Background: an optimization exercise with open tools, aiming at small area and a short achievable clock period. Do not read the settings as production practice.
Function was checked by simulation only, so behaviour that the tests miss may differ from the original.
No activity file was given, so power comes from the tool's default toggle rates.

run 1:
## cpu
module cpu (
  input clk, rst,
  output [15:0] MeAaddr, Baddr,
  output [15:0] MeMemResult,
  output [1:0] MeMemControl,
  input [15:0] AmemRead, BmemRead,
  output [175:0] registerValue
);
localparam NOP = 5'b00001;
localparam IDLE = 3'd0, EQZ = 3'd1, NEZ = 3'd2, TEQZ = 3'd3, TNEZ = 3'd4,
           JUMP = 3'd5, DB = 3'd6;
reg [4:0]  ifop, op;       
reg [10:0] iflo, lo;       
reg [15:0] pc;             
reg        s1, s2;         
always @(posedge clk or negedge rst)
  if (!rst) begin
    ifop <= NOP;
    op <= NOP;
    pc <= 16'h0000;
    s1 <= 1'b0;
    s2 <= 1'b0;
  end else begin
    ifop <= BmemRead[15:11];
    op <= ifop;
    pc <= Baddr;
    s1 <= 1'b1;
    s2 <= s1;
  end
always @(posedge clk) begin
  iflo <= BmemRead[10:0];
  lo <= iflo;
end
reg [3:0] xd, yd, zd;
reg [2:0] jc;
always @(*) begin
  xd = 0;
  yd = 0;
  zd = 4'hf;
  jc = IDLE;
  case (ifop)
    5'b00000: begin xd = 4'd9; zd = iflo[10:8]; end                  
    5'b00010: jc = DB;                                             
  ...
Settings: LEC_CHECK=0, CAP_MARGIN=20, CORE_MARGIN=2, CORE_UTILIZATION=55, SETUP_SLACK_MARGIN=5, SLEW_MARGIN=20, SYNTH_HIERARCHICAL=1; clock period 10.5 ns.
standard.sh (not shown) runs the stock make flow with config.mk's settings and CLKGATE_MAP_FILE= SYNTH_SCRIPT=/design/flow/synth_recipe.tcl, a recipe that flattens the netlist after the stock synthesis.
==> flow/flow/run.sh <==
#!/bin/bash
# The standard layout with these changes to how it is made:
# - synthesis maps with an area-leaning ABC script (flow/abc_speed.script, put in
#   place of ORFS's in a copy of its scripts folder); everything else in synthesis
#   is ORFS's own, so the registers are the standard synthesis's;
# - the smallest buffer (buf_1) on the ports;
# - clock tree synthesis without dummy loads, built from clkbuf_8;
# - timing repair free to resize a cell into one of another footprint.
set -euo pipefail
rm -rf myscripts
cp -r "$FLOW_HOME/scripts" myscripts
cp flow/abc_speed.script myscripts/abc_speed.script
bash standard.sh "SCRIPTS_DIR=$PWD/myscripts" \
  "BUFFER_PORTS_ARGS=-buffer_cell sky130_fd_sc_hd__buf_1" \
  "CTS_ARGS=-sink_clustering_enable -repair_clock_nets -dont_use_dummy_load -buf_list {sky130_fd_sc_hd__clkbuf_8}" \
  "MATCH_CELL_FOOTPRINT=0" finish > make.log 2>&1
==> flow/flow/abc_speed.script <==
&get -n
&st
&dch
&nf -R 100
&put
Run 1: all stages complete, timing, DRC and antenna checks passed
Setup changes, run 1 to run 2
diff --git a/flow/flow/run.sh b/flow/flow/run.sh
--- a/flow/flow/run.sh
+++ b/flow/flow/run.sh
@@ -5,5 +5,5 @@
 #   is ORFS's own, so the registers are the standard synthesis's;
 # - the smallest buffer (buf_1) on the ports;
-# - clock tree synthesis without dummy loads, built from clkbuf_8;
+# - clock tree synthesis without dummy loads;
 # - timing repair free to resize a cell into one of another footprint.
 set -euo pipefail
@@ -13,4 +13,4 @@
 bash standard.sh "SCRIPTS_DIR=$PWD/myscripts" \
   "BUFFER_PORTS_ARGS=-buffer_cell sky130_fd_sc_hd__buf_1" \
-  "CTS_ARGS=-sink_clustering_enable -repair_clock_nets -dont_use_dummy_load -buf_list {sky130_fd_sc_hd__clkbuf_8}" \
+  "CTS_ARGS=-sink_clustering_enable -repair_clock_nets -dont_use_dummy_load" \
   "MATCH_CELL_FOOTPRINT=0" finish > make.log 2>&1
## What came out
- Run 1 → run 2: first-pass GRT wire length shrank by 900 um, fraction of area in multi-input gates shrank by 0.22 points, post-route total power grew by about 2.8%.
> inputs changed (run 2 -> run 3)
diff --git a/flow/config.mk b/flow/config.mk
--- a/flow/config.mk
+++ b/flow/config.mk
@@ -8,5 +8,5 @@
 export CAP_MARGIN = 20
 export CORE_MARGIN = 2
-export CORE_UTILIZATION = 55
+export CORE_UTILIZATION = 48
 export SETUP_SLACK_MARGIN = 5
 export SLEW_MARGIN = 20
## What came out
Cmp run 3 vs run 2: number of buffer and inverter instances along the worst setup path higher in run 3. Re share of total power in the clock network: run 3 is 0.4 points up on run 2. On share of the cycle needed by the critical path after routing, run 2 tracks run 3 almost exactly. From run 3 to run 2, number of multi-input combinational cells in the layout did not move at all. Against run 2 as the reference, run 3 delivers a higher non-clock buffer count. Combinational gate power of run 2 is on par with run 3. The number of cell instances on the worst register-to-register path number comes out lower for run 2 vs run 3. Run 3 vs run 2, global-route met3 utilization went down by 2.6 points.
Here is what was changed in the inputs of run 4 compared with run 3.
diff --git a/flow/config.mk b/flow/config.mk
--- a/flow/config.mk
+++ b/flow/config.mk
@@ -8,5 +8,5 @@
 export CAP_MARGIN = 20
 export CORE_MARGIN = 2
-export CORE_UTILIZATION = 48
+export CORE_UTILIZATION = 60
 export SETUP_SLACK_MARGIN = 5
 export SLEW_MARGIN = 20
Results
Run 3 has a lower transition time at the pin with the least slew margin than run 4.
Delta (run 4 minus run 3): ratio of final minimum period to clock period moved up, number of clock buffers in the layout moved down.
Run 4 ends up with higher core utilization of the finished layout than run 3 does.
Run 4 vs run 3 on count of cells resized by post-cts repair: run 4 is the higher one.
Static power due to leakage of run 4 falls short of that of run 3 slightly.
Compared run 4 vs run 3, and cell area is down in run 4.
Run 4 vs run 3: number of cells in the finished layout apart from fillers down in run 4

Another version of the RTL of cpu (not shown whole).
For scale: roughly 2,300 cells after synthesis, ~350 flip-flops, about 260 I/O pins, ~19,000 um2 of cells after synthesis.
==> flow/config.mk <==
export PLATFORM = sky130hd
export DESIGN_NAME = cpu
export DESIGN_NICKNAME = cpu
export VERILOG_FILES = /design/flow/design.v
export SDC_FILE = /design/flow/constraint.sdc
export NUM_CORES = 4
export LEC_CHECK = 0
export CAP_MARGIN = 20
export CORE_MARGIN = 2
export CORE_UTILIZATION = 55
export SETUP_SLACK_MARGIN = 5
export SLEW_MARGIN = 20
export SYNTH_HIERARCHICAL = 1
==> flow/constraint.sdc <==
create_clock -name core_clock -period 10.5 [get_ports {clk}]
set_input_delay 2.1000 -clock core_clock [delete_from_list [all_inputs] [get_ports {clk}]]
set_output_delay 2.1000 -clock core_clock [all_outputs]
set_load 0.01 [all_outputs]
==> flow/flow/run.sh <==
#!/bin/bash
# The standard layout, with the smallest buffer (buf_1) on the ports, and
# clock tree synthesis without dummy loads.
set -euo pipefail
bash standard.sh "BUFFER_PORTS_ARGS=-buffer_cell sky130_fd_sc_hd__buf_1" "CTS_ARGS=-sink_clustering_enable -repair_clock_nets -dont_use_dummy_load" finish > make.log 2>&1
Then changed:
==> flow/flow/run.sh (replaced) <==
#!/bin/bash
# The standard layout with these changes to how it is made:
# - synthesis maps with an area-leaning ABC script (flow/abc_speed.script, put in
#   place of ORFS's in a copy of its scripts folder); everything else in synthesis
#   is ORFS's own, so the registers are the standard synthesis's;
# - the smallest buffer (buf_1) on the ports;
# - clock tree synthesis without dummy loads;
# - timing repair free to resize a cell into one of another footprint.
set -euo pipefail
rm -rf myscripts
cp -r "$FLOW_HOME/scripts" myscripts
cp flow/abc_speed.script myscripts/abc_speed.script
bash standard.sh "SCRIPTS_DIR=$PWD/myscripts" \
  "BUFFER_PORTS_ARGS=-buffer_cell sky130_fd_sc_hd__buf_1" \
  "CTS_ARGS=-sink_clustering_enable -repair_clock_nets -dont_use_dummy_load" \
  "MATCH_CELL_FOOTPRINT=0" finish > make.log 2>&1
==> flow/flow/abc_speed.script (new file) <==
&get -n
&st
&dch
&nf -R 100
&put
Effect:
- non-clock buffer count climbs by 16
- fmax drops by a few percent
- critical path depth drops by 7
- setup slack got worse by 0.27 ns
- routed wire length drops by a little under a tenth
- clock skew climbs by 0.0051 ns
- clock-buffer cell count drops by 2
- cell area drops by a few percent

re-timing with driven ports:
In the flow no input, the clock included, has a driving cell. The finished layouts below were timed again as built, in two steps.
Step 1 (the two cells are an assumption about what drives the block):
set clk [get_ports {clk}]
set_driving_cell -lib_cell sky130_fd_sc_hd__clkbuf_16 $clk
set_driving_cell -lib_cell sky130_fd_sc_hd__buf_2 [delete_from_list [all_inputs] $clk]
Step 2 also shifts input and output timing later by t, the mid clock arrival at the registers, as if the neighbouring blocks saw the same clock.
a / b / c = no drivers / after step 1 / after step 2; a / b = the first two.
run	t (ns)	setup WS [ns]	worst slew at a driven data input, ns
run 1	0.660	4.490 / 4.439 / 4.479	0.09
run 2	0.579	4.510 / 4.486 / 4.281	0.09
run 3	0.597	4.503 / 4.473 / 4.440	0.05
run 4	0.577	4.453 / 4.411 / 4.411	0.08
the first run of note 2	0.609	4.751 / 4.694 / 4.588	0.06
the second run of note 2	0.559	4.481 / 4.434 / 4.434	0.07
After both steps setup and hold are still met in every run listed. For run 2, which loses most, drivers alone change the setup slack by -0.024 ns; drivers and shift together by -0.229 ns.
